Background: an optimization exercise with open tools, aiming at small area, a short achievable clock period and few clock cycles per item. Do not read the settings as production practice.
The RTL was checked by simulation tests, not by an equivalence proof against the original design.
No activity file was given, so power comes from the tool's default toggle rates.

==> flow/design.v <==
module MUL_radix_4 (
  input clock, reset,
  input flush,
  output in_ready,
  input in_valid,
  input [1:0] in_sign,
  input [31:0] in_a, in_b,
  input out_ready,
  output out_valid,
  output [63:0] out_prod
);
  reg v0, v1, v2;
  reg full;               
  wire en2 = ~v2 | out_ready;
  wire en1 = ~v1 | en2;
  wire en0 = ~v0 | en1;
  assign in_ready = ~full | out_ready;
  assign out_valid = v2;
  wire kill = reset | flush;
  wire v0n = ~kill & (en0 ? in_valid : v0);
  wire v1n = ~kill & (en1 ? v0 : v1);
  wire v2n = ~kill & (en2 ? v1 : v2);
  always @(posedge clock) begin
    v0 <= v0n;
    v1 <= v1n;
    v2 <= v2n;
    full <= v0n & v1n & v2n;
  end
  wire sa_in = in_sign[1] & in_a[31];
  wire sb_in = in_sign[0] & in_b[31];
  wire [34:0] ae_in = {{3{sa_in}}, in_a};
  wire [34:0] ae2_in = {ae_in[33:0], 1'b0};
  wire [34:0] a3_in;
  wire [34:0] tg0 = ae_in & ae2_in, tp0 = ae_in ^ ae2_in;
  wire tG1 = tg0[1] | (tp0[1] & tg0[0]); wire tP1 = tp0[1] & tp0[0];
  wire tG2 = tg0[3] | (tp0[3] & tg0[2]); wire tP2 = tp0[3] & tp0[2];
  wire tG3 = tg0[5] | (tp0[5] & tg0[4]); wire tP3 = tp0[5] & tp0[4];
  wire tG4 = tg0[7] | (tp0[7] & tg0[6]); wire tP4 = tp0[7] & tp0[6];
  wire tG5 = tg0[9] | (tp0[9] & tg0[8]); wire tP5 = tp0[9] & tp0[8];
  wire tG6 = tg0[11] | (tp0[11] & tg0[10]); wire tP6 = tp0[11] & tp0[10];
  wire tG7 = tg0[13] | (tp0[13] & tg0[12]); wire tP7 = tp0[13] & tp0[12];
  wire tG8 = tg0[15] | (tp0[15] & tg0[14]); wire tP8 = tp0[15] & tp0[14];
  wire tG9 = tg0[17] | (tp0[17] & tg0[16]); wire tP9 = tp0[17] & tp0[16];
  wire tG10 = tg0[19] | (tp0[19] & tg0[18]); wire tP10 = tp0[19] & tp0[18];
  wire tG11 = tg0[21] | (tp0[21] & tg0[20]); wire tP11 = tp0[21] & tp0[20];
  wire tG12 = tg0[23] | (tp0[23] & tg0[22]); wire tP12 = tp0[23] & tp0[22];
  wire tG13 = tg0[25] | (tp0[25] & tg0[24]); wire tP13 = tp0[25] & tp0[24];
  wire tG14 = tg0[27] | (tp0[27] & tg0[26]); wire tP14 = tp0[27] & tp0[26];
  wire tG15 = tg0[29] | (tp0[29] & tg0[28]); wire tP15 = tp0[29] & tp0[28];
  wire tG16 = tg0[31] | (tp0[31] & tg0[30]); wire tP16 = tp0[31] & tp0[30];
  wire tG17 = tg0[33] | (tp0[33] & tg0[32]); wire tP17 = tp0[33] & tp0[32];
  wire tG18 = tg0[2] | (tp0[2] & tG1); wire tP18 = tp0[2] & tP1;
  wire tG19 = tG2 | (tP2 & tG1); wire tP19 = tP2 & tP1;
  wire tG20 = tg0[6] | (tp0[6] & tG3); wire tP20 = tp0[6] & tP3;
  wire tG21 = tG4 | (tP4 & tG3); wire tP21 = tP4 & tP3;
  wire tG22 = tg0[10] | (tp0[10] & tG5); wire tP22 = tp0[10] & tP5;
  wire tG23 = tG6 | (tP6 & tG5); wire tP23 = tP6 & tP5;
  wire tG24 = tg0[14] | (tp0[14] & tG7); wire tP24 = tp0[14] & tP7;
  wire tG25 = tG8 | (tP8 & tG7); wire tP25 = tP8 & tP7;
  wire tG26 = tg0[18] | (tp0[18] & tG9); wire tP26 = tp0[18] & tP9;
  wire tG27 = tG10 | (tP10 & tG9); wire tP27 = tP10 & tP9;
  wire tG28 = tg0[22] | (tp0[22] & tG11); wire tP28 = tp0[22] & tP11;
  wire tG29 = tG12 | (tP12 & tG11); wire tP29 = tP12 & tP11;
  wire tG30 = tg0[26] | (tp0[26] & tG13); wire tP30 = tp0[26] & tP13;
  wire tG31 = tG14 | (tP14 & tG13); wire tP31 = tP14 & tP13;
  wire tG32 = tg0[30] | (tp0[30] & tG15); wire tP32 = tp0[30] & tP15;
  wire tG33 = tG16 | (tP16 & tG15); wire tP33 = tP16 & tP15;
  wire tG34 = tg0[34] | (tp0[34] & tG17); wire tP34 = tp0[34] & tP17;
  wire tG35 = tg0[4] | (tp0[4] & tG19); wire tP35 = tp0[4] & tP19;
  wire tG36 = tG3 | (tP3 & tG19); wire tP36 = tP3 & tP19;
  wire tG37 = tG20 | (tP20 & tG19); wire tP37 = tP20 & tP19;
  wire tG38 = tG21 | (tP21 & tG19); wire tP38 = tP21 & tP19;
  wire tG39 = tg0[12] | (tp0[12] & tG23); wire tP39 = tp0[12] & tP23;
  wire tG40 = tG7 | (tP7 & tG23); wire tP40 = tP7 & tP23;
  wire tG41 = tG24 | (tP24 & tG23); wire tP41 = tP24 & tP23;
  wire tG42 = tG25 | (tP25 & tG23); wire tP42 = tP25 & tP23;
  wire tG43 = tg0[20] | (tp0[20] & tG27); wire tP43 = tp0[20] & tP27;
  wire tG44 = tG11 | (tP11 & tG27); wire tP44 = tP11 & tP27;
  wire tG45 = tG28 | (tP28 & tG27); wire tP45 = tP28 & tP27;
  wire tG46 = tG29 | (tP29 & tG27); wire tP46 = tP29 & tP27;
  wire tG47 = tg0[28] | (tp0[28] & tG31); wire tP47 = tp0[28] & tP31;
  wire tG48 = tG15 | (tP15 & tG31); wire tP48 = tP15 & tP31;
  wire tG49 = tG32 | (tP32 & tG31); wire tP49 = tP32 & tP31;
  wire tG50 = tG33 | (tP33 & tG31); wire tP50 = tP33 & tP31;
  wire tG51 = tg0[8] | (tp0[8] & tG38); wire tP51 = tp0[8] & tP38;
  wire tG52 = tG5 | (tP5 & tG38); wire tP52 = tP5 & tP38;
  wire tG53 = tG22 | (tP22 & tG38); wire tP53 = tP22 & tP38;
  wire tG54 = tG23 | (tP23 & tG38); wire tP54 = tP23 & tP38;
  wire tG55 = tG39 | (tP39 & tG38); wire tP55 = tP39 & tP38;
  wire tG56 = tG40 | (tP40 & tG38); wire tP56 = tP40 & tP38;
  wire tG57 = tG41 | (tP41 & tG38); wire tP57 = tP41 & tP38;
  wire tG58 = tG42 | (tP42 & tG38); wire tP58 = tP42 & tP38;
  wire tG59 = tg0[24] | (tp0[24] & tG46); wire tP59 = tp0[24] & tP46;
  wire tG60 = tG13 | (tP13 & tG46); wire tP60 = tP13 & tP46;
  wire tG61 = tG30 | (tP30 & tG46); wire tP61 = tP30 & tP46;
  wire tG62 = tG31 | (tP31 & tG46); wire tP62 = tP31 & tP46;
  wire tG63 = tG47 | (tP47 & tG46); wire tP63 = tP47 & tP46;
  wire tG64 = tG48 | (tP48 & tG46); wire tP64 = tP48 & tP46;
  wire tG65 = tG49 | (tP49 & tG46); wire tP65 = tP49 & tP46;
  wire tG66 = tG50 | (tP50 & tG46); wire tP66 = tP50 & tP46;
  wire tG67 = tg0[16] | (tp0[16] & tG58); wire tP67 = tp0[16] & tP58;
  wire tG68 = tG9 | (tP9 & tG58); wire tP68 = tP9 & tP58;
  wire tG69 = tG26 | (tP26 & tG58); wire tP69 = tP26 & tP58;
  wire tG70 = tG27 | (tP27 & tG58); wire tP70 = tP27 & tP58;
  wire tG71 = tG43 | (tP43 & tG58); wire tP71 = tP43 & tP58;
  wire tG72 = tG44 | (tP44 & tG58); wire tP72 = tP44 & tP58;
  wire tG73 = tG45 | (tP45 & tG58); wire tP73 = tP45 & tP58;
  wire tG74 = tG46 | (tP46 & tG58); wire tP74 = tP46 & tP58;
  wire tG75 = tG59 | (tP59 & tG58); wire tP75 = tP59 & tP58;
  wire tG76 = tG60 | (tP60 & tG58); wire tP76 = tP60 & tP58;
  wire tG77 = tG61 | (tP61 & tG58); wire tP77 = tP61 & tP58;
  wire tG78 = tG62 | (tP62 & tG58); wire tP78 = tP62 & tP58;
  wire tG79 = tG63 | (tP63 & tG58); wire tP79 = tP63 & tP58;
  wire tG80 = tG64 | (tP64 & tG58); wire tP80 = tP64 & tP58;
  wire tG81 = tG65 | (tP65 & tG58); wire tP81 = tP65 & tP58;
  wire tG82 = tG66 | (tP66 & tG58); wire tP82 = tP66 & tP58;
  wire tG83 = tg0[32] | (tp0[32] & tG82); wire tP83 = tp0[32] & tP82;
  wire tG84 = tG17 | (tP17 & tG82); wire tP84 = tP17 & tP82;
  wire tG85 = tG34 | (tP34 & tG82); wire tP85 = tP34 & tP82;
  assign a3_in = {tp0[34] ^ tG84, tp0[33] ^ tG83, tp0[32] ^ tG82, tp0[31] ^ tG81, tp0[30] ^ tG80, tp0[29] ^ tG79, tp0[28] ^ tG78, tp0[27] ^ tG77, tp0[26] ^ tG76, tp0[25] ^ tG75, tp0[24] ^ tG74, tp0[23] ^ tG73, tp0[22] ^ tG72, tp0[21] ^ tG71, tp0[20] ^ tG70, tp0[19] ^ tG69, tp0[18] ^ tG68, tp0[17] ^ tG67, tp0[16] ^ tG58, tp0[15] ^ tG57, tp0[14] ^ tG56, tp0[13] ^ tG55, tp0[12] ^ tG54, tp0[11] ^ tG53, tp0[10] ^ tG52, tp0[9] ^ tG51, tp0[8] ^ tG38, tp0[7] ^ tG37, tp0[6] ^ tG36, tp0[5] ^ tG35, tp0[4] ^ tG19, tp0[3] ^ tG18, tp0[2] ^ tG1, tp0[1] ^ tg0[0], tp0[0]};
  wire [35:0] bx_in = {{3{sb_in}}, in_b, 1'b0};    
  reg [32:0] a;           
  reg [34:0] a3;          
  reg [10:0] neg, sel1, sel2, sel3, sel4;
  wire [10:0] neg_in, sel1_in, sel2_in, sel3_in, sel4_in;
  genvar j;
  generate for (j = 0; j < 11; j = j + 1) begin : g_rec
    wire x3 = bx_in[3*j+3], x2 = bx_in[3*j+2], x1 = bx_in[3*j+1], x0 = bx_in[3*j];
    wire y2 = x2 ^ x3, y1 = x1 ^ x3, y0 = x0 ^ x3;
    assign neg_in[j] = x3;
    assign sel1_in[j] = ~y2 & (y1 ^ y0);
    assign sel2_in[j] = (~y2 & y1 & y0) | (y2 & ~y1 & ~y0);
    assign sel3_in[j] = y2 & (y1 ^ y0);
    assign sel4_in[j] = y2 & y1 & y0;
  end endgenerate
  always @(posedge clock) begin
    if (en0) begin
      a <= ae_in[32:0];
      a3 <= a3_in;
      neg <= neg_in;
      sel1 <= sel1_in;
      sel2 <= sel2_in;
      sel3 <= sel3_in;
      sel4 <= sel4_in;
    end
  end
  wire [34:0] m1 = {{2{a[32]}}, a};
  wire [34:0] m2 = {a[32], a, 1'b0};
  wire [34:0] m4 = {a, 2'b0};
  wire [34:0] pp [0:10];
  generate for (j = 0; j < 11; j = j + 1) begin : g_pp
    assign pp[j] = (({35{sel1[j]}} & m1) | ({35{sel2[j]}} & m2) |
                    ({35{sel3[j]}} & a3) | ({35{sel4[j]}} & m4)) ^ {35{neg[j]}};
  end endgenerate
  wire s1, k2;
  wire s3, k4;
  wire s5, k6;
  wire s7, k8;
  wire s9, k10;
  wire s11, k12;
  wire s13, k14;
  wire s15, k16;
  wire s17, k18;
  wire s19, k20;
  wire s21, k22;
  wire s23, k24;
  wire s25, k26;
  wire s27, k28;
  wire s29, k30;
  wire s31, k32;
  wire s33, k34;
  wire s35, k36;
  wire s37, k38;
  wire s39, k40;
  wire s41, k42;
  wire s43, k44;
  wire s45, k46;
  wire s47, k48;
  wire s49, k50;
  wire s51, k52;
  wire s53, k54;
  wire s55, k56;
  wire s57, k58;
  wire s59, k60;
  wire s61, k62;
  wire s63, k64;
  wire s65, k66;
  wire s67, k68;
  wire s69, k70;
  wire s71, k72;
  wire s73, k74;
  wire s75, k76;
  wire s77, k78;
  wire s79, k80;
  wire s81, k82;
  wire s83, k84;
  wire s85, k86;
  wire s87, k88;
  wire s89, k90;
  wire s91, k92;
  wire s93, k94;
  wire s95, k96;
  wire s97, k98;
  wire s99, k100;
  wire s101, k102;
  wire s103, k104;
  wire s105, k106;
  wire s107, k108;
  wire s109, k110;
  wire s111, k112;
  wire s113, k114;
  wire s115, k116;
  wire s117, k118;
  wire s119, k120;
  wire s121, k122;
  wire s123, k124;
  wire s125, k126;
  wire s127, k128;
  wire s129, k130;
  wire s131, k132;
  wire s133, k134;
  wire s135, k136;
  wire s137, k138;
  wire s139, k140;
  wire s141, k142;
  wire s143, k144;
  wire s145, k146;
  wire s147, k148;
  wire s149, k150;
  wire s151, k152;
  wire s153, k154;
  wire s155, k156;
  wire s157, k158;
  wire s159, k160;
  wire s161, k162;
  wire s163, k164;
  wire s165, k166;
  wire s167, k168;
  wire s169, k170;
  wire s171, k172;
  wire s173, k174;
  wire s175, k176;
  wire s177, k178;
  wire s179, k180;
  wire s181, k182;
  wire s183, k184;
  wire s185, k186;
  wire s187, k188;
  wire s189, k190;
  wire s191, k192;
  wire s193, k194;
  wire s195, k196;
  wire s197, k198;
  wire s199, k200;
  wire s201, k202;
  wire s203, k204;
  wire s205, k206;
  wire s207, k208;
  wire s209, k210;
  wire s211, k212;
  wire s213, k214;
  wire s215, k216;
  wire s217, k218;
  wire s219, k220;
  wire s221, k222;
  wire s223, k224;
  wire s225, k226;
  wire s227, k228;
  wire s229, k230;
  wire s231, k232;
  wire s233, k234;
  wire s235, k236;
  wire s237, k238;
  wire s239, k240;
  wire s241, k242;
  wire s243, k244;
  wire s245, k246;
  wire s247, k248;
  wire s249, k250;
  wire s251, k252;
  wire s253, k254;
  wire s255, k256;
  wire s257, k258;
  wire s259, k260;
  wire s261, k262;
  wire s263, k264;
  wire s265, k266;
  wire s267, k268;
  wire s269, k270;
  wire s271, k272;
  wire s273, k274;
  wire s275, k276;
  wire s277, k278;
  wire s279, k280;
  wire s281, k282;
  wire s283, k284;
  wire s285, k286;
  wire s287, k288;
  wire s289, k290;
  wire s291, k292;
  wire s293, k294;
  wire s295, k296;
  wire s297, k298;
  wire s299, k300;
  wire s301, k302;
  wire s303, k304;
  wire s305, k306;
  wire s307, k308;
  wire s309, k310;
  wire s311, k312;
  wire s313, k314;
  wire s315, k316;
  wire s317, k318;
  wire s319, k320;
  wire s321, k322;
  wire s323, k324;
  wire s325, k326;
  wire s327, k328;
  wire s329, k330;
  wire s331, k332;
  wire s333, k334;
  wire s335, k336;
  wire s337, k338;
  wire s339, k340;
  wire s341, k342;
  wire s343, k344;
  wire s345, k346;
  wire s347, k348;
  wire s349, k350;
  wire s351, k352;
  wire s353, k354;
  wire s355, k356;
  wire s357, k358;
  wire s359, k360;
  wire s361, k362;
  wire s363, k364;
  wire s365, k366;
  wire s367, k368;
  wire s369, k370;
  wire s371, k372;
  wire s373, k374;
  wire s375, k376;
  wire s377, k378;
  wire s379, k380;
  wire s381, k382;
  wire s383, k384;
  wire s385, k386;
  wire s387, k388;
  wire s389, k390;
  wire s391, k392;
  wire s393, k394;
  wire s395, k396;
  wire s397, k398;
  wire s399, k400;
  wire s401, k402;
  wire s403, k404;
  wire s405, k406;
  wire s407, k408;
  wire s409, k410;
  wire s411, k412;
  wire s413, k414;
  wire s415, k416;
  wire s417, k418;
  wire s419, k420;
  wire s421, k422;
  wire s423, k424;
  wire s425, k426;
  wire s427, k428;
  wire s429, k430;
  wire s431, k432;
  wire s433, k434;
  wire s435, k436;
  wire s437, k438;
  wire s439, k440;
  wire s441, k442;
  wire s443, k444;
  wire s445, k446;
  wire s447, k448;
  wire s449, k450;
  wire s451, k452;
  wire s453, k454;
  wire s455, k456;
  wire s457, k458;
  wire s459, k460;
  wire s461, k462;
  wire s463, k464;
  wire s465, k466;
  wire s467, k468;
  wire s469, k470;
  wire s471, k472;
  wire s473, k474;
  wire s475, k476;
  wire s477, k478;
  wire s479, k480;
  wire s481, k482;
  wire s483, k484;
  wire s485, k486;
  wire s487, k488;
  wire s489, k490;
  wire s491, k492;
  wire s493, k494;
  wire s495, k496;
  wire s497, k498;
  wire s499, k500;
  wire s501, k502;
  wire s503, k504;
  wire s505, k506;
  wire s507, k508;
  wire s509, k510;
  wire s511, k512;
  wire s513, k514;
  wire s515, k516;
  wire s517, k518;
  wire s519, k520;
  wire s521, k522;
  wire s523, k524;
  wire s525, k526;
  wire s527, k528;
  wire s529, k530;
  wire s531, k532;
  wire s533, k534;
  wire s535, k536;
  wire s537, k538;
  wire s539, k540;
  wire s541, k542;
  wire s543, k544;
  wire s545, k546;
  wire s547, k548;
  wire s549, k550;
  wire s551, k552;
  wire s553, k554;
  wire s555, k556;
  wire s557, k558;
  wire s559, k560;
  wire s561, k562;
  wire s563, k564;
  wire s565, k566;
  wire s567, k568;
  wire s569, k570;
  wire s571, k572;
  wire s573, k574;
  wire s575, k576;
  wire s577, k578;
  wire s579, k580;
  wire s581, k582;
  wire s583, k584;
  wire s585, k586;
  wire s587, k588;
  wire s589, k590;
  wire s591, k592;
  wire s593, k594;
  wire s595, k596;
  wire s597, k598;
  wire s599, k600;
  wire s601, k602;
  wire s603, k604;
  wire s605, k606;
  wire s607, k608;
  wire s609, k610;
  wire s611, k612;
  wire s613, k614;
  wire s615, k616;
  wire s617, k618;
  wire s619, k620;
  mul_ha us1 (neg[1], pp[0][3], s1, k2);
  mul_ha us3 (pp[0][4], pp[1][1], s3, k4);
  mul_ha us5 (pp[0][5], pp[1][2], s5, k6);
  mul_ha us7 (neg[2], pp[0][6], s7, k8);
  mul_fa us9 (pp[1][3], pp[2][0], k6, s9, k10);
  mul_ha us11 (pp[0][7], pp[1][4], s11, k12);
  mul_fa us13 (pp[2][1], k8, s11, s13, k14);
  mul_ha us15 (pp[0][8], pp[1][5], s15, k16);
  mul_fa us17 (pp[2][2], k12, s15, s17, k18);
  mul_ha us19 (neg[3], pp[0][9], s19, k20);
  mul_fa us21 (pp[1][6], pp[2][3], pp[3][0], s21, k22);
  mul_fa us23 (k16, s19, s21, s23, k24);
  mul_ha us25 (pp[0][10], pp[1][7], s25, k26);
  mul_fa us27 (pp[2][4], pp[3][1], k20, s27, k28);
  mul_fa us29 (s25, k22, s27, s29, k30);
  mul_ha us31 (pp[0][11], pp[1][8], s31, k32);
  mul_fa us33 (pp[2][5], pp[3][2], k26, s33, k34);
  mul_fa us35 (s31, k28, s33, s35, k36);
  mul_ha us37 (neg[4], pp[0][12], s37, k38);
  mul_fa us39 (pp[1][9], pp[2][6], pp[3][3], s39, k40);
  mul_fa us41 (pp[4][0], k32, s37, s41, k42);
  mul_fa us43 (s39, k34, s41, s43, k44);
  mul_ha us45 (pp[0][13], pp[1][10], s45, k46);
  mul_fa us47 (pp[2][7], pp[3][4], pp[4][1], s47, k48);
  mul_fa us49 (k38, s45, k40, s49, k50);
  mul_fa us51 (s47, k42, s49, s51, k52);
  mul_ha us53 (pp[0][14], pp[1][11], s53, k54);
  mul_fa us55 (pp[2][8], pp[3][5], pp[4][2], s55, k56);
  mul_fa us57 (k46, s53, k48, s57, k58);
  mul_fa us59 (s55, k50, s57, s59, k60);
  mul_ha us61 (neg[5], pp[0][15], s61, k62);
  mul_fa us63 (pp[1][12], pp[2][9], pp[3][6], s63, k64);
  mul_fa us65 (pp[4][3], pp[5][0], k54, s65, k66);
  mul_fa us67 (s61, k56, s63, s67, k68);
  mul_fa us69 (k58, s65, s67, s69, k70);
  mul_ha us71 (pp[0][16], pp[1][13], s71, k72);
  mul_fa us73 (pp[2][10], pp[3][7], pp[4][4], s73, k74);
  mul_fa us75 (pp[5][1], k62, s71, s75, k76);
  mul_fa us77 (k64, s73, k66, s77, k78);
  mul_fa us79 (s75, k68, s77, s79, k80);
  mul_ha us81 (pp[0][17], pp[1][14], s81, k82);
  mul_fa us83 (pp[2][11], pp[3][8], pp[4][5], s83, k84);
  mul_fa us85 (pp[5][2], k72, s81, s85, k86);
  mul_fa us87 (k74, s83, k76, s87, k88);
  mul_fa us89 (s85, k78, s87, s89, k90);
  mul_ha us91 (neg[6], pp[0][18], s91, k92);
  mul_fa us93 (pp[1][15], pp[2][12], pp[3][9], s93, k94);
  mul_fa us95 (pp[4][6], pp[5][3], pp[6][0], s95, k96);
  mul_fa us97 (k82, s91, k84, s97, k98);
  mul_fa us99 (s93, s95, k86, s99, k100);
  mul_fa us101 (s97, k88, s99, s101, k102);
  mul_ha us103 (pp[0][19], pp[1][16], s103, k104);
  mul_fa us105 (pp[2][13], pp[3][10], pp[4][7], s105, k106);
  mul_fa us107 (pp[5][4], pp[6][1], k92, s107, k108);
  mul_fa us109 (s103, k94, k96, s109, k110);
  mul_fa us111 (s105, k98, s107, s111, k112);
  mul_fa us113 (s109, k100, s111, s113, k114);
  mul_ha us115 (pp[0][20], pp[1][17], s115, k116);
  mul_fa us117 (pp[2][14], pp[3][11], pp[4][8], s117, k118);
  mul_fa us119 (pp[5][5], pp[6][2], k104, s119, k120);
  mul_fa us121 (s115, k106, s117, s121, k122);
  mul_fa us123 (k108, k110, s119, s123, k124);
  mul_fa us125 (s121, k112, s123, s125, k126);
  mul_ha us127 (neg[7], pp[0][21], s127, k128);
  mul_fa us129 (pp[1][18], pp[2][15], pp[3][12], s129, k130);
  mul_fa us131 (pp[4][9], pp[5][6], pp[6][3], s131, k132);
  mul_fa us133 (pp[7][0], k116, s127, s133, k134);
  mul_fa us135 (k118, s129, s131, s135, k136);
  mul_fa us137 (k120, s133, k122, s137, k138);
  mul_fa us139 (s135, k124, s137, s139, k140);
  mul_ha us141 (pp[0][22], pp[1][19], s141, k142);
  mul_fa us143 (pp[2][16], pp[3][13], pp[4][10], s143, k144);
  mul_fa us145 (pp[5][7], pp[6][4], pp[7][1], s145, k146);
  mul_fa us147 (k128, s141, k130, s147, k148);
  mul_fa us149 (k132, s143, s145, s149, k150);
  mul_fa us151 (k134, k136, s147, s151, k152);
  mul_fa us153 (s149, k138, s151, s153, k154);
  mul_ha us155 (pp[0][23], pp[1][20], s155, k156);
  mul_fa us157 (pp[2][17], pp[3][14], pp[4][11], s157, k158);
  mul_fa us159 (pp[5][8], pp[6][5], pp[7][2], s159, k160);
  mul_fa us161 (k142, s155, k144, s161, k162);
  mul_fa us163 (k146, s157, s159, s163, k164);
  mul_fa us165 (k148, k150, s161, s165, k166);
  mul_fa us167 (s163, k152, s165, s167, k168);
  mul_ha us169 (neg[8], pp[0][24], s169, k170);
  mul_fa us171 (pp[1][21], pp[2][18], pp[3][15], s171, k172);
  mul_fa us173 (pp[4][12], pp[5][9], pp[6][6], s173, k174);
  mul_fa us175 (pp[7][3], pp[8][0], k156, s175, k176);
  mul_fa us177 (s169, k158, k160, s177, k178);
  mul_fa us179 (s171, s173, k162, s179, k180);
  mul_fa us181 (s175, k164, s177, s181, k182);
  mul_fa us183 (k166, s179, s181, s183, k184);
  mul_fa us185 (pp[0][25], pp[1][22], pp[2][19], s185, k186);
  mul_fa us187 (pp[3][16], pp[4][13], pp[5][10], s187, k188);
  mul_fa us189 (pp[6][7], pp[7][4], pp[8][1], s189, k190);
  mul_fa us191 (k170, k172, k174, s191, k192);
  mul_fa us193 (s185, s187, s189, s193, k194);
  mul_fa us195 (k176, k178, s191, s195, k196);
  mul_fa us197 (s193, k180, k182, s197, k198);
  mul_ha us199 (pp[0][26], pp[1][23], s199, k200);
  mul_fa us201 (pp[2][20], pp[3][17], pp[4][14], s201, k202);
  mul_fa us203 (pp[5][11], pp[6][8], pp[7][5], s203, k204);
  mul_fa us205 (pp[8][2], s199, k186, s205, k206);
  mul_fa us207 (k188, k190, s201, s207, k208);
  mul_fa us209 (s203, k192, k194, s209, k210);
  mul_fa us211 (s205, s207, k196, s211, k212);
  mul_ha us213 (neg[9], pp[0][27], s213, k214);
  mul_fa us215 (pp[1][24], pp[2][21], pp[3][18], s215, k216);
  mul_fa us217 (pp[4][15], pp[5][12], pp[6][9], s217, k218);
  mul_fa us219 (pp[7][6], pp[8][3], pp[9][0], s219, k220);
  mul_fa us221 (k200, s213, k202, s221, k222);
  mul_fa us223 (k204, s215, s217, s223, k224);
  mul_fa us225 (s219, k206, k208, s225, k226);
  mul_fa us227 (s221, s223, k210, s227, k228);
  mul_ha us229 (pp[0][28], pp[1][25], s229, k230);
  mul_fa us231 (pp[2][22], pp[3][19], pp[4][16], s231, k232);
  mul_fa us233 (pp[5][13], pp[6][10], pp[7][7], s233, k234);
  mul_fa us235 (pp[8][4], pp[9][1], k214, s235, k236);
  mul_fa us237 (s229, k216, k218, s237, k238);
  mul_fa us239 (k220, s231, s233, s239, k240);
  mul_fa us241 (k222, s235, k224, s241, k242);
  mul_fa us243 (s237, s239, k226, s243, k244);
  mul_ha us245 (pp[0][29], pp[1][26], s245, k246);
  mul_fa us247 (pp[2][23], pp[3][20], pp[4][17], s247, k248);
  mul_fa us249 (pp[5][14], pp[6][11], pp[7][8], s249, k250);
  mul_fa us251 (pp[8][5], pp[9][2], k230, s251, k252);
  mul_fa us253 (s245, k232, k234, s253, k254);
  mul_fa us255 (s247, s249, k236, s255, k256);
  mul_fa us257 (k238, s251, k240, s257, k258);
  mul_fa us259 (s253, s255, k242, s259, k260);
  mul_ha us261 (neg[10], pp[0][30], s261, k262);
  mul_fa us263 (pp[1][27], pp[2][24], pp[3][21], s263, k264);
  mul_fa us265 (pp[4][18], pp[5][15], pp[6][12], s265, k266);
  mul_fa us267 (pp[7][9], pp[8][6], pp[9][3], s267, k268);
  mul_fa us269 (pp[10][0], k246, s261, s269, k270);
  mul_fa us271 (k248, k250, s263, s271, k272);
  mul_fa us273 (s265, s267, k252, s273, k274);
  mul_fa us275 (k254, s269, s271, s275, k276);
  mul_fa us277 (k256, s273, k258, s277, k278);
  mul_ha us279 (pp[0][31], pp[1][28], s279, k280);
  mul_fa us281 (pp[2][25], pp[3][22], pp[4][19], s281, k282);
  mul_fa us283 (pp[5][16], pp[6][13], pp[7][10], s283, k284);
  mul_fa us285 (pp[8][7], pp[9][4], pp[10][1], s285, k286);
  mul_fa us287 (k262, s279, k264, s287, k288);
  mul_fa us289 (k266, k268, s281, s289, k290);
  mul_fa us291 (s283, s285, k270, s291, k292);
  mul_fa us293 (k272, s287, s289, s293, k294);
  mul_fa us295 (k274, s291, k276, s295, k296);
  mul_ha us297 (pp[0][32], pp[1][29], s297, k298);
  mul_fa us299 (pp[2][26], pp[3][23], pp[4][20], s299, k300);
  mul_fa us301 (pp[5][17], pp[6][14], pp[7][11], s301, k302);
  mul_fa us303 (pp[8][8], pp[9][5], pp[10][2], s303, k304);
  mul_fa us305 (k280, s297, k282, s305, k306);
  mul_fa us307 (k284, k286, s299, s307, k308);
  mul_fa us309 (s301, s303, k288, s309, k310);
  mul_fa us311 (k290, s305, s307, s311, k312);
  mul_fa us313 (k292, s309, k294, s313, k314);
  mul_ha us315 (pp[0][33], pp[1][30], s315, k316);
  mul_fa us317 (pp[2][27], pp[3][24], pp[4][21], s317, k318);
  mul_fa us319 (pp[5][18], pp[6][15], pp[7][12], s319, k320);
  mul_fa us321 (pp[8][9], pp[9][6], pp[10][3], s321, k322);
  mul_fa us323 (k298, s315, k300, s323, k324);
  mul_fa us325 (k302, k304, s317, s325, k326);
  mul_fa us327 (s319, s321, k306, s327, k328);
  mul_fa us329 (k308, s323, s325, s329, k330);
  mul_fa us331 (k310, s327, k312, s331, k332);
  mul_ha us333 (pp[1][31], pp[2][28], s333, k334);
  mul_fa us335 (pp[3][25], pp[4][22], pp[5][19], s335, k336);
  mul_fa us337 (pp[6][16], pp[7][13], pp[8][10], s337, k338);
  mul_fa us339 (pp[9][7], pp[10][4], pp[0][34], s339, k340);
  mul_fa us341 (k316, s333, k318, s341, k342);
  mul_fa us343 (k320, k322, s335, s343, k344);
  mul_fa us345 (s337, s339, k324, s345, k346);
  mul_fa us347 (k326, s341, s343, s347, k348);
  mul_fa us349 (k328, s345, k330, s349, k350);
  mul_ha us351 (pp[2][29], pp[3][26], s351, k352);
  mul_fa us353 (pp[4][23], pp[5][20], pp[6][17], s353, k354);
  mul_fa us355 (pp[7][14], pp[8][11], pp[9][8], s355, k356);
  mul_fa us357 (pp[10][5], ~pp[0][34], ~pp[1][32], s357, k358);
  mul_fa us359 (k334, s351, k336, s359, k360);
  mul_fa us361 (k338, k340, s353, s361, k362);
  mul_fa us363 (s355, s357, k342, s363, k364);
  mul_fa us365 (k344, s359, s361, s365, k366);
  mul_fa us367 (k346, s363, k348, s367, k368);
  mul_ha us369 (pp[2][30], pp[3][27], s369, k370);
  mul_fa us371 (pp[4][24], pp[5][21], pp[6][18], s371, k372);
  mul_fa us373 (pp[7][15], pp[8][12], pp[9][9], s373, k374);
  mul_fa us375 (pp[10][6], pp[1][32], ~pp[1][33], s375, k376);
  mul_fa us377 (k352, s369, k354, s377, k378);
  mul_fa us379 (k356, k358, s371, s379, k380);
  mul_fa us381 (s373, s375, k360, s381, k382);
  mul_fa us383 (k362, s377, s379, s383, k384);
  mul_fa us385 (k364, s381, k366, s385, k386);
  mul_ha us387 (~pp[1][34], pp[2][31], s387, k388);
  mul_fa us389 (pp[3][28], pp[4][25], pp[5][22], s389, k390);
  mul_fa us391 (pp[6][19], pp[7][16], pp[8][13], s391, k392);
  mul_fa us393 (pp[9][10], pp[10][7], pp[1][33], s393, k394);
  mul_fa us395 (k370, s387, k372, s395, k396);
  mul_fa us397 (k374, k376, s389, s397, k398);
  mul_fa us399 (s391, s393, k378, s399, k400);
  mul_fa us401 (k380, s395, s397, s401, k402);
  mul_fa us403 (k382, s399, k384, s403, k404);
  mul_ha us405 (pp[3][29], pp[4][26], s405, k406);
  mul_fa us407 (pp[5][23], pp[6][20], pp[7][17], s407, k408);
  mul_fa us409 (pp[8][14], pp[9][11], pp[10][8], s409, k410);
  mul_fa us411 (~pp[2][32], k388, s405, s411, k412);
  mul_fa us413 (k390, k392, k394, s413, k414);
  mul_fa us415 (s407, s409, k396, s415, k416);
  mul_fa us417 (s411, k398, s413, s417, k418);
  mul_fa us419 (k400, s415, k402, s419, k420);
  mul_ha us421 (pp[3][30], pp[4][27], s421, k422);
  mul_fa us423 (pp[5][24], pp[6][21], pp[7][18], s423, k424);
  mul_fa us425 (pp[8][15], pp[9][12], pp[10][9], s425, k426);
  mul_fa us427 (pp[2][32], ~pp[2][33], k406, s427, k428);
  mul_fa us429 (s421, k408, k410, s429, k430);
  mul_fa us431 (s423, s425, k412, s431, k432);
  mul_fa us433 (k414, s427, s429, s433, k434);
  mul_fa us435 (k416, s431, k418, s435, k436);
  mul_ha us437 (~pp[2][34], pp[3][31], s437, k438);
  mul_fa us439 (pp[4][28], pp[5][25], pp[6][22], s439, k440);
  mul_fa us441 (pp[7][19], pp[8][16], pp[9][13], s441, k442);
  mul_fa us443 (pp[10][10], pp[2][33], k422, s443, k444);
  mul_fa us445 (s437, k424, k426, s445, k446);
  mul_fa us447 (s439, s441, k428, s447, k448);
  mul_fa us449 (k430, s443, s445, s449, k450);
  mul_fa us451 (k432, s447, k434, s451, k452);
  mul_ha us453 (pp[4][29], pp[5][26], s453, k454);
  mul_fa us455 (pp[6][23], pp[7][20], pp[8][17], s455, k456);
  mul_fa us457 (pp[9][14], pp[10][11], ~pp[3][32], s457, k458);
  mul_fa us459 (k438, s453, k440, s459, k460);
  mul_fa us461 (k442, s455, s457, s461, k462);
  mul_fa us463 (k444, k446, s459, s463, k464);
  mul_fa us465 (s461, k448, k450, s465, k466);
  mul_fa us467 (pp[4][30], pp[5][27], pp[6][24], s467, k468);
  mul_fa us469 (pp[7][21], pp[8][18], pp[9][15], s469, k470);
  mul_fa us471 (pp[10][12], pp[3][32], ~pp[3][33], s471, k472);
  mul_fa us473 (k454, k456, k458, s473, k474);
  mul_fa us475 (s467, s469, s471, s475, k476);
  mul_fa us477 (k460, k462, s473, s477, k478);
  mul_fa us479 (s475, k464, s477, s479, k480);
  mul_fa us481 (~pp[3][34], pp[4][31], pp[5][28], s481, k482);
  mul_fa us483 (pp[6][25], pp[7][22], pp[8][19], s483, k484);
  mul_fa us485 (pp[9][16], pp[10][13], pp[3][33], s485, k486);
  mul_fa us487 (k468, k470, k472, s487, k488);
  mul_fa us489 (s481, s483, s485, s489, k490);
  mul_fa us491 (k474, k476, s487, s491, k492);
  mul_fa us493 (s489, k478, s491, s493, k494);
  mul_fa us495 (pp[5][29], pp[6][26], pp[7][23], s495, k496);
  mul_fa us497 (pp[8][20], pp[9][17], pp[10][14], s497, k498);
  mul_fa us499 (~pp[4][32], k482, k484, s499, k500);
  mul_fa us501 (k486, s495, s497, s501, k502);
  mul_fa us503 (k488, k490, s499, s503, k504);
  mul_fa us505 (s501, k492, s503, s505, k506);
  mul_fa us507 (pp[5][30], pp[6][27], pp[7][24], s507, k508);
  mul_fa us509 (pp[8][21], pp[9][18], pp[10][15], s509, k510);
  mul_fa us511 (pp[4][32], ~pp[4][33], k496, s511, k512);
  mul_fa us513 (k498, s507, s509, s513, k514);
  mul_fa us515 (k500, k502, s511, s515, k516);
  mul_fa us517 (s513, k504, s515, s517, k518);
  mul_fa us519 (~pp[4][34], pp[5][31], pp[6][28], s519, k520);
  mul_fa us521 (pp[7][25], pp[8][22], pp[9][19], s521, k522);
  mul_fa us523 (pp[10][16], pp[4][33], k508, s523, k524);
  mul_fa us525 (k510, s519, s521, s525, k526);
  mul_fa us527 (k512, k514, s523, s527, k528);
  mul_fa us529 (s525, k516, s527, s529, k530);
  mul_fa us531 (pp[6][29], pp[7][26], pp[8][23], s531, k532);
  mul_fa us533 (pp[9][20], pp[10][17], ~pp[5][32], s533, k534);
  mul_fa us535 (k520, k522, s531, s535, k536);
  mul_fa us537 (s533, k524, k526, s537, k538);
  mul_fa us539 (s535, k528, s537, s539, k540);
  mul_fa us541 (pp[6][30], pp[7][27], pp[8][24], s541, k542);
  mul_fa us543 (pp[9][21], pp[10][18], pp[5][32], s543, k544);
  mul_fa us545 (~pp[5][33], k532, k534, s545, k546);
  mul_fa us547 (s541, s543, k536, s547, k548);
  mul_fa us549 (s545, k538, s547, s549, k550);
  mul_fa us551 (~pp[5][34], pp[6][31], pp[7][28], s551, k552);
  mul_fa us553 (pp[8][25], pp[9][22], pp[10][19], s553, k554);
  mul_fa us555 (pp[5][33], k542, k544, s555, k556);
  mul_fa us557 (s551, s553, k546, s557, k558);
  mul_fa us559 (s555, k548, s557, s559, k560);
  mul_fa us561 (pp[7][29], pp[8][26], pp[9][23], s561, k562);
  mul_fa us563 (pp[10][20], ~pp[6][32], k552, s563, k564);
  mul_fa us565 (k554, s561, k556, s565, k566);
  mul_fa us567 (s563, k558, s565, s567, k568);
  mul_fa us569 (pp[7][30], pp[8][27], pp[9][24], s569, k570);
  mul_fa us571 (pp[10][21], pp[6][32], ~pp[6][33], s571, k572);
  mul_fa us573 (k562, s569, s571, s573, k574);
  mul_fa us575 (k564, s573, k566, s575, k576);
  mul_fa us577 (~pp[6][34], pp[7][31], pp[8][28], s577, k578);
  mul_fa us579 (pp[9][25], pp[10][22], pp[6][33], s579, k580);
  mul_fa us581 (k570, k572, s577, s581, k582);
  mul_fa us583 (s579, k574, s581, s583, k584);
  mul_fa us585 (pp[8][29], pp[9][26], pp[10][23], s585, k586);
  mul_fa us587 (~pp[7][32], k578, k580, s587, k588);
  mul_fa us589 (s585, k582, s587, s589, k590);
  mul_fa us591 (pp[8][30], pp[9][27], pp[10][24], s591, k592);
  mul_fa us593 (pp[7][32], ~pp[7][33], k586, s593, k594);
  mul_fa us595 (s591, k588, s593, s595, k596);
  mul_fa us597 (~pp[7][34], pp[8][31], pp[9][28], s597, k598);
  mul_fa us599 (pp[10][25], pp[7][33], k592, s599, k600);
  mul_fa us601 (s597, k594, s599, s601, k602);
  mul_fa us603 (pp[9][29], pp[10][26], ~pp[8][32], s603, k604);
  mul_fa us605 (k598, s603, k600, s605, k606);
  mul_fa us607 (pp[9][30], pp[10][27], pp[8][32], s607, k608);
  mul_fa us609 (~pp[8][33], k604, s607, s609, k610);
  mul_fa us611 (~pp[8][34], pp[9][31], pp[10][28], s611, k612);
  mul_fa us613 (pp[8][33], k608, s611, s613, k614);
  mul_fa us615 (pp[10][29], ~pp[9][32], k612, s615, k616);
  mul_fa us617 (pp[10][30], pp[9][32], ~pp[9][33], s617, k618);
  mul_fa us619 (~pp[9][34], pp[10][31], pp[9][33], s619, k620);
  reg [63:0] c0, c1, c2;
  always @(posedge clock) begin
    if (en1) begin
      c0[0] <= pp[0][0];
      c1[0] <= neg[0];
      c0[1] <= pp[0][1];
      c0[2] <= pp[0][2];
      c0[3] <= pp[1][0];
      c1[3] <= s1;
      c0[4] <= k2;
      c1[4] <= s3;
      c0[5] <= k4;
      c1[5] <= s5;
      c0[6] <= s7;
      c1[6] <= s9;
      c0[7] <= k10;
      c1[7] <= s13;
      c0[8] <= k14;
      c1[8] <= s17;
      c0[9] <= k18;
      c1[9] <= s23;
      c0[10] <= k24;
      c1[10] <= s29;
      c0[11] <= k30;
      c1[11] <= s35;
      c0[12] <= k36;
      c1[12] <= s43;
      c0[13] <= k44;
      c1[13] <= s51;
      c0[14] <= k52;
      c1[14] <= s59;
      c0[15] <= k60;
      c1[15] <= s69;
      c0[16] <= k70;
      c1[16] <= s79;
      c0[17] <= k80;
      c1[17] <= s89;
      c0[18] <= k90;
      c1[18] <= s101;
      c0[19] <= k102;
      c1[19] <= s113;
      c0[20] <= k114;
      c1[20] <= s125;
      c0[21] <= k126;
      c1[21] <= s139;
      c0[22] <= k140;
      c1[22] <= s153;
      c0[23] <= k154;
      c1[23] <= s167;
      c0[24] <= k168;
      c1[24] <= s183;
      c0[25] <= s195;
      c1[25] <= k184;
      c2[25] <= s197;
      c0[26] <= s209;
      c1[26] <= k198;
      c2[26] <= s211;
      c0[27] <= s225;
      c1[27] <= k212;
      c2[27] <= s227;
      c0[28] <= s241;
      c1[28] <= k228;
      c2[28] <= s243;
      c0[29] <= s257;
      c1[29] <= k244;
      c2[29] <= s259;
      c0[30] <= s275;
      c1[30] <= k260;
      c2[30] <= s277;
      c0[31] <= s293;
      c1[31] <= k278;
      c2[31] <= s295;
      c0[32] <= s311;
      c1[32] <= k296;
      c2[32] <= s313;
      c0[33] <= s329;
      c1[33] <= k314;
      c2[33] <= s331;
      c0[34] <= s347;
      c1[34] <= k332;
      c2[34] <= s349;
      c0[35] <= s365;
      c1[35] <= k350;
      c2[35] <= s367;
      c0[36] <= s383;
      c1[36] <= k368;
      c2[36] <= s385;
      c0[37] <= s401;
      c1[37] <= k386;
      c2[37] <= s403;
      c0[38] <= s417;
      c1[38] <= k404;
      c2[38] <= s419;
      c0[39] <= s433;
      c1[39] <= k420;
      c2[39] <= s435;
      c0[40] <= s449;
      c1[40] <= k436;
      c2[40] <= s451;
      c0[41] <= s463;
      c1[41] <= k452;
      c2[41] <= s465;
      c0[42] <= k466;
      c1[42] <= s479;
      c0[43] <= k480;
      c1[43] <= s493;
      c0[44] <= k494;
      c1[44] <= s505;
      c0[45] <= k506;
      c1[45] <= s517;
      c0[46] <= k518;
      c1[46] <= s529;
      c0[47] <= k530;
      c1[47] <= s539;
      c0[48] <= k540;
      c1[48] <= s549;
      c0[49] <= k550;
      c1[49] <= s559;
      c0[50] <= k560;
      c1[50] <= s567;
      c0[51] <= k568;
      c1[51] <= s575;
      c0[52] <= k576;
      c1[52] <= s583;
      c0[53] <= k584;
      c1[53] <= s589;
      c0[54] <= k590;
      c1[54] <= s595;
      c0[55] <= k596;
      c1[55] <= s601;
      c0[56] <= k602;
      c1[56] <= s605;
      c0[57] <= k606;
      c1[57] <= s609;
      c0[58] <= k610;
      c1[58] <= s613;
      c0[59] <= k614;
      c1[59] <= s615;
      c0[60] <= k616;
      c1[60] <= s617;
      c0[61] <= k618;
      c1[61] <= s619;
      c0[62] <= k620;
      c1[62] <= ~pp[10][32];
      c0[63] <= pp[10][32];
      c1[63] <= ~pp[10][33];
    end
  end
  wire [63:0] r0 = {c0[63], c0[62], c0[61], c0[60], c0[59], c0[58], c0[57], c0[56], c0[55], c0[54], c0[53], c0[52], c0[51], c0[50], c0[49], c0[48], c0[47], c0[46], c0[45], c0[44], c0[43], c0[42], c0[41], c0[40], c0[39], c0[38], c0[37], c0[36], c0[35], c0[34], c0[33], c0[32], c0[31], c0[30], c0[29], c0[28], c0[27], c0[26], c0[25], c0[24], c0[23], c0[22], c0[21], c0[20], c0[19], c0[18], c0[17], c0[16], c0[15], c0[14], c0[13], c0[12], c0[11], c0[10], c0[9], c0[8], c0[7], c0[6], c0[5], c0[4], c0[3], c0[2], c0[1], c0[0]};
  wire [63:0] r1 = {c1[63], c1[62], c1[61], c1[60], c1[59], c1[58], c1[57], c1[56], c1[55], c1[54], c1[53], c1[52], c1[51], c1[50], c1[49], c1[48], c1[47], c1[46], c1[45], c1[44], c1[43], c1[42], c1[41], c1[40], c1[39], c1[38], c1[37], c1[36], c1[35], c1[34], c1[33], c1[32], c1[31], c1[30], c1[29], c1[28], c1[27], c1[26], c1[25], c1[24], c1[23], c1[22], c1[21], c1[20], c1[19], c1[18], c1[17], c1[16], c1[15], c1[14], c1[13], c1[12], c1[11], c1[10], c1[9], c1[8], c1[7], c1[6], c1[5], c1[4], c1[3], 1'b0, 1'b0, c1[0]};
  wire [63:0] r2 = {1'b0, 1'b0, 1'b0, 1'b0, 1'b0, 1'b0, 1'b0, 1'b0, 1'b0, 1'b0, 1'b0, 1'b0, 1'b0, 1'b0, 1'b0, 1'b0, 1'b0, 1'b0, 1'b0, 1'b0, 1'b0, 1'b0, c2[41], c2[40], c2[39], c2[38], c2[37], c2[36], c2[35], c2[34], c2[33], c2[32], c2[31], c2[30], c2[29], c2[28], c2[27], c2[26], c2[25], 1'b0, 1'b0, 1'b0, 1'b0, 1'b0, 1'b0, 1'b0, 1'b0, 1'b0, 1'b0, 1'b0, 1'b0, 1'b0, 1'b0, 1'b0, 1'b0, 1'b0, 1'b0, 1'b0, 1'b0, 1'b0, 1'b0, 1'b0, 1'b0, 1'b0};
  wire s621, k622;
  wire s623, k624;
  wire s625, k626;
  wire s627, k628;
  wire s629, k630;
  wire s631, k632;
  wire s633, k634;
  wire s635, k636;
  wire s637, k638;
  wire s639, k640;
  wire s641, k642;
  wire s643, k644;
  wire s645, k646;
  wire s647, k648;
  wire s649, k650;
  wire s651, k652;
  wire s653, k654;
  wire s655, k656;
  wire s657, k658;
  wire s659, k660;
  wire s661, k662;
  wire s663, k664;
  wire s665, k666;
  wire s667, k668;
  wire s669, k670;
  wire s671, k672;
  wire s673, k674;
  wire s675, k676;
  wire s677, k678;
  wire s679, k680;
  wire s681, k682;
  wire s683, k684;
  wire s685, k686;
  wire s687, k688;
  wire s689, k690;
  wire s691, k692;
  wire s693, k694;
  wire s695, k696;
  wire s697, k698;
  mul_ha us621 (c0[25], c1[25], s621, k622);
  mul_fa us623 (c0[26], c1[26], c2[26], s623, k624);
  mul_fa us625 (c0[27], c1[27], c2[27], s625, k626);
  mul_fa us627 (c0[28], c1[28], c2[28], s627, k628);
  mul_fa us629 (c0[29], c1[29], c2[29], s629, k630);
  mul_fa us631 (c0[30], c1[30], c2[30], s631, k632);
  mul_fa us633 (c0[31], c1[31], c2[31], s633, k634);
  mul_fa us635 (c0[32], c1[32], c2[32], s635, k636);
  mul_fa us637 (c0[33], c1[33], c2[33], s637, k638);
  mul_fa us639 (c0[34], c1[34], c2[34], s639, k640);
  mul_fa us641 (c0[35], c1[35], c2[35], s641, k642);
  mul_fa us643 (c0[36], c1[36], c2[36], s643, k644);
  mul_fa us645 (c0[37], c1[37], c2[37], s645, k646);
  mul_fa us647 (c0[38], c1[38], c2[38], s647, k648);
  mul_fa us649 (c0[39], c1[39], c2[39], s649, k650);
  mul_fa us651 (c0[40], c1[40], c2[40], s651, k652);
  mul_fa us653 (c0[41], c1[41], c2[41], s653, k654);
  mul_ha us655 (c0[42], c1[42], s655, k656);
  mul_ha us657 (c0[43], c1[43], s657, k658);
  mul_ha us659 (c0[44], c1[44], s659, k660);
  mul_ha us661 (c0[45], c1[45], s661, k662);
  mul_ha us663 (c0[46], c1[46], s663, k664);
  mul_ha us665 (c0[47], c1[47], s665, k666);
  mul_ha us667 (c0[48], c1[48], s667, k668);
  mul_ha us669 (c0[49], c1[49], s669, k670);
  mul_ha us671 (c0[50], c1[50], s671, k672);
  mul_ha us673 (c0[51], c1[51], s673, k674);
  mul_ha us675 (c0[52], c1[52], s675, k676);
  mul_ha us677 (c0[53], c1[53], s677, k678);
  mul_ha us679 (c0[54], c1[54], s679, k680);
  mul_ha us681 (c0[55], c1[55], s681, k682);
  mul_ha us683 (c0[56], c1[56], s683, k684);
  mul_ha us685 (c0[57], c1[57], s685, k686);
  mul_ha us687 (c0[58], c1[58], s687, k688);
  mul_ha us689 (c0[59], c1[59], s689, k690);
  mul_ha us691 (c0[60], c1[60], s691, k692);
  mul_ha us693 (c0[61], c1[61], s693, k694);
  mul_ha us695 (c0[62], c1[62], s695, k696);
  mul_ha us697 (c0[63], c1[63], s697, k698);
  wire [63:0] ra = {k696, k694, k692, k690, k688, k686, k684, k682, k680, k678, k676, k674, k672, k670, k668, k666, k664, k662, k660, k658, k656, k654, k652, k650, k648, k646, k644, k642, k640, k638, k636, k634, k632, k630, k628, k626, k624, k622, c2[25], c0[24], c0[23], c0[22], c0[21], c0[20], c0[19], c0[18], c0[17], c0[16], c0[15], c0[14], c0[13], c0[12], c0[11], c0[10], c0[9], c0[8], c0[7], c0[6], c0[5], c0[4], c0[3], c0[2], c0[1], c0[0]};
  wire [63:0] rb = {s697, s695, s693, s691, s689, s687, s685, s683, s681, s679, s677, s675, s673, s671, s669, s667, s665, s663, s661, s659, s657, s655, s653, s651, s649, s647, s645, s643, s641, s639, s637, s635, s633, s631, s629, s627, s625, s623, s621, c1[24], c1[23], c1[22], c1[21], c1[20], c1[19], c1[18], c1[17], c1[16], c1[15], c1[14], c1[13], c1[12], c1[11], c1[10], c1[9], c1[8], c1[7], c1[6], c1[5], c1[4], c1[3], 1'b0, 1'b0, c1[0]};
  wire [63:0] sum = ra + rb;
  reg [63:0] prod;
  always @(posedge clock) begin
    if (en2) prod <= sum;
  end
  assign out_prod = prod;
endmodule
module mul_fa (input x, y, z, output s, c);
  assign s = x ^ y ^ z;
  assign c = (x & y) | (x & z) | (y & z);
endmodule
module mul_ha (input x, y, output s, c);
  assign s = x ^ y;
  assign c = x & y;
endmodule
==> flow/flow/run.sh <==
#!/bin/bash
# The standard layout (standard.sh, unchanged synthesis), with the port buffers that
# buffer_ports inserts made plain buf_2 cells instead of its default delay-cell choice.
set -euo pipefail
echo 'export BUFFER_PORTS_ARGS = -buffer_cell sky130_fd_sc_hd__buf_2' >> config.mk
bash standard.sh > standard.log 2>&1
==> flow/standard.sh <==
#!/bin/bash
# synth_recipe.tcl (not shown) runs the flow's synth.tcl, then flattens the netlist and writes it again
# the make line also repeats each setting of config.mk as NAME=value (left out here)
make -C /OpenROAD-flow-scripts/flow DESIGN_CONFIG=/design/flow/config.mk WORK_HOME=/design/flow/orfs CLKGATE_MAP_FILE= SYNTH_SCRIPT=/design/flow/synth_recipe.tcl "${@:-finish}"
==> flow/config.mk <==
export PLATFORM = sky130hd
export DESIGN_NAME = MUL_radix_4
export DESIGN_NICKNAME = MUL_radix_4
export VERILOG_FILES = /design/flow/design.v
export SDC_FILE = /design/flow/constraint.sdc
export NUM_CORES = 4
export LEC_CHECK = 0
export CAP_MARGIN = 20
export CORE_MARGIN = 2
export CORE_UTILIZATION = 32
export SETUP_SLACK_MARGIN = 4.45
export SLEW_MARGIN = 20
export SYNTH_HIERARCHICAL = 1
export TNS_END_PERCENT = 10
export BUFFER_PORTS_ARGS = -buffer_cell sky130_fd_sc_hd__buf_2
==> flow/constraint.sdc <==
create_clock -name core_clock -period 8.0 [get_ports {clock}]
set_input_delay 1.6000 -clock core_clock [delete_from_list [all_inputs] [get_ports {clock}]]
set_output_delay 1.6000 -clock core_clock [all_outputs]
set_load 0.01 [all_outputs]
==> summary.txt <==
[Yosys cell counts, types with 20 or more instances]
master,instances
sky130_fd_sc_hd__edfxtp_1,328
sky130_fd_sc_hd__a21o_1,32
sky130_fd_sc_hd__o21ai_0,75
sky130_fd_sc_hd__ha_1,155
sky130_fd_sc_hd__xnor2_1,421
sky130_fd_sc_hd__nor2b_1,22
sky130_fd_sc_hd__a22oi_1,34
sky130_fd_sc_hd__a22o_1,331
sky130_fd_sc_hd__clkbuf_1,395
sky130_fd_sc_hd__inv_1,54
sky130_fd_sc_hd__nand2_1,97
sky130_fd_sc_hd__a221oi_1,333
sky130_fd_sc_hd__nor2_1,58
sky130_fd_sc_hd__nand3_1,23
sky130_fd_sc_hd__xor2_1,69
sky130_fd_sc_hd__a21oi_1,87
sky130_fd_sc_hd__nand4_1,20
sky130_fd_sc_hd__fa_1,292
sky130_fd_sc_hd__nand2b_1,23
[final timing paths]
kind | from | to | slack, ps | cells after the start
min | neg[0]$_DFFE_PN_ | c1[0]$_DFFE_PN_ | 510 | 0
min reg2reg | neg[0]$_DFFE_PN_ | c1[0]$_DFFE_PN_ | 510 | 0
max | sel3[5]$_DFFE_PN_ | c1[24]$_DFFE_PN_ | 4240 | 9
max reg2reg | sel3[5]$_DFFE_PN_ | c1[24]$_DFFE_PN_ | 4240 | 9
[layer usage]
| metal | global-route usage (%) | vias up |
|---|---|---|
| met2 | 32.3 | 1860 |
| met1 | 28.0 | 13500 |
| met4 | 7.21 | 6 |
| met3 | 6.21 | 430 |
| met5 | 0 | - |
| li1 | - | 11500 |
[cell type report]
class,instances,area (µm²)
clock buffer,45,1010
antenna,3,7.51
inverter,54,206
fill,10100,65200
sequential,332,9930
tap,1380,1730
clock inverter,23,325
multi-input combinational,2256,22500
timing repair buffer,343,2760
[modules after synthesis (local to each module, per instance)]
| module | flip-flops and latches | cell area (µm²) | cells inside |
|---|---|---|---|
| mul_ha | 0 | 12.5 | 1 |
| MUL_radix_4 | 332 | 27000 | 2709 |
| mul_fa | 0 | 20.0 | 1 |
[power groups by stage]
stage / Combinational (µW) / Sequential, µW / Clock [µW]
global route: 12700 / 3650 / 2000
CTS: 11300 / 3590 / 1940
detailed placement: 10800 / 3800 / 0
global placement: 10600 / 3790 / 0
finish: 11700 / 3580 / 1890
floorplan: 7180 / 3600 / 0
[cell families after synthesis]
kind of cell,after synthesis,share of synthesized area (%)
and+or+nand+nor,313,4.84
DFF,332,29.6
AOI/OAI and AO/OA,1006,24.1
adders and majority gates,447,23.2
xor gates and xnor gates,490,12.8
buffers and inverters,470,5.33
[what timing repair did]
item | 4_1_cts | 5_1_grt
cloned | 0 | 9
hold endpoints to repair | 0 | 0
pin swaps | 27 | 38
buffers inserted | 89 | 15
endpoints found under the setup margin | 89 | 89
resized for setup | 105 | 115
[registers in the layout (all words and copies together) (netlist names)]
name	count
a	31
a3	35
c0	64
c1	62
c2	17
full	1
neg	11
prod	64
sel1	11
sel2	11
sel3	11
sel4	11
v0	1
v1	1
v2	1
[metrics by stage]
stage / instance area, µm² / instances
finish: 38500 / 4436
CTS: 37600 / 4409
global route: 38500 / 4435
detailed placement: 35100 / 4252
global placement: 35100 / 4252
floorplan: 33500 / 3058
==> load_flow_metrics.sql <==
INSERT INTO impl_metrics (metric_group, metric, value, unit) VALUES
('pwr', 'leakage', '0.0141', 'µW'),
('critical_path', 'critical-path-slowest-cell', 'sky130_fd_sc_hd__fa_1', ''),
('yosys', 'syn-num-nets', '3576', ''),
('timing', 'final.setup.tns', '0', 'ps'),
('yosys', 'yosys.area.top_type_share', '29.4', '%'),
('yosys', 'synth-seq-area-share', '29.6', '%'),
('pwr', 'power_density', '446', 'nW/µm²'),
('timing', 'timing.final.ws_setup', '4240', 'ps'),
('pwr', 'p_switching', '7870', 'µW'),
('floorplan', 'ioPinCount', '137', ''),
('clock_network', 'max-clock-path-buffers', '3', ''),
('critical_path', 'cp_slowest_stage_delay', '570', 'ps'),
('detailed_routing', 'avgRoutedWirePerCell', '26.9', 'µm'),
('yosys', 'syn_avg_cell_area', '11.0', 'µm²'),
('placement', 'gp_congestion', '0.904', ''),
('timing', 'final_clock_period_utilization_by_the_worst_path', '47.0', '%'),
('detailed_routing', 'number_of_drc_violations_after_detailed_routing', '0', ''),
('placement', 'dp.final_hpwl', '75600', 'µm'),
('yosys', 'synth_enable_flop_cells', '328', ''),
('yosys', 'synthDistinctLibCells', '70', ''),
('detailed_routing', 'top_layer_used', 'met5', ''),
('floorplan', 'initial_core_util', '32.3', '%'),
('critical_path', 'critical_path.startpoint_type', 'flop', ''),
('timing', 'rsz0062_at_grt', 'true', ''),
('pwr', 'cellInternalPower', '9300', 'µW'),
('detailed_routing', '1st_iter_drt_viols', '3441', ''),
('timing', 'max_freq', '266', 'MHz'),
('timing', 'fin_crit', '3760', 'ps'),
('clock_network', 'numCtsBuffers', '38', ''),
('clock_network', 'cts_hold_bufs', '0', ''),
('critical_path', 'kind_of_cell_with_the_highest_combined_delay_on_the_critical_path', 'adder cells', ''),
('yosys', 'asyncSetResetFlopFracSynth', '0', '%'),
('outcome', 'run_status', 'finished clean', ''),
('clock_network', 'cts.htree.levels', '2', ''),
('pwr', 'power.combinational.fraction', '68.2', '%'),
('timing', 'final.setup_skew', '29.7', 'ps'),
('min_path', 'min-delay-path-class', 'reg2reg', ''),
('yosys', 'mappedNetlistArea', '33500', 'µm²'),
('grt', 'grt_max_degree', '74', ''),
('critical_path', 'cp_data_required_time', '8310', 'ps'),
('finish', 'fin_util', '37.1', '%'),
('critical_path', 'timing.critical_path.buf_inv', '2', ''),
('clock_network', 'numClockSinks', '332', ''),
('clock_network', 'clkLatencyLatePin', '590', 'ps'),
('critical_path', 'cp-end-kind', 'flop', ''),
('grt', 'grt_remaining_overflow', '0', ''),
('finish', 'areaGrowthSynthToFinish', '14.8', '%'),
('timing', 'max_slew.worst_pin.slew', '976', 'ps'),
('detailed_routing', 'routed_via_density', '6.16', ''),
('yosys', 'yosys_warnings', '7', ''),
('detailed_routing', 'met2_length', '51500', 'µm'),
('detailed_routing', 'dr_total_vias', '27300', ''),
('pwr', 'switching_share', '45.8', '%'),
('finish', 'layout_commonest_cell', 'sky130_fd_sc_hd__xnor2_1', ''),
('timing', 'maxSlewHeadroom', '35.0', '%'),
('detailed_routing', 'met3WireLength', '14800', 'µm'),
('critical_path', 'setup_cp_type', 'reg2reg', ''),
('floorplan', 'std_cell_rows', '118', ''),
('clock_network', 'cts_tree', 'done', ''),
('timing', 'final_slew_violations', '0', ''),
('finish', 'nets', '3543', ''),
('finish', 'mostFrequentLayoutCells', 'sky130_fd_sc_hd__xnor2_1, sky130_fd_sc_hd__a22o_1, sky130_fd_sc_hd__edfxtp_1, sky130_fd_sc_hd__a221oi_1, sky130_fd_sc_hd__fa_1', ''),
('yosys', 'synth.ff_latch_count', '332', ''),
('detailed_routing', 'detail_route.wirelength.met1', '47200', 'µm'),
('clock_network', 'root_buffer', 'sky130_fd_sc_hd__clkbuf_16', ''),
('yosys', 'postSynthCellCount', '3058', ''),
('critical_path', 'cp_data_arrival_time', '4070', 'ps'),
('detailed_routing', 'dr.pass1.iters', '8', ''),
('timing', 'hold_violations', '0', ''),
('pwr', 'share_of_total_power_in_the_clock_network', '11.0', '%'),
('grt', 'grt.total_usage', '21.0', '%');
Testbench counts, summed over its fixed seeds: cycles 536, items 512.

[separate check: timing with driven ports]
Ports are ideal in the flow. The routed layout listed here was re-timed in OpenROAD. Step 1 (the two cells are an assumption about what drives the block):
set clk [get_ports {clock}]
set_driving_cell -lib_cell sky130_fd_sc_hd__clkbuf_16 $clk
set_driving_cell -lib_cell sky130_fd_sc_hd__buf_2 [delete_from_list [all_inputs] $clk]
Step 2 times the ports against the registers' clock, not the clock port: input delays grow and output delays shrink by t, the midpoint of the rising clock arrivals with the driver on. Three values: ideal, step 1, step 2; two values: the first two.
t, ns: 0.649
setup slack, ns: 4.236 / 4.236 / 3.702
worst slew at a driven data input, ns: 0.13
After both steps this run still meets setup and hold. For this run, drivers alone change the setup slack by 0.000 ns; drivers and shift together by -0.534 ns.
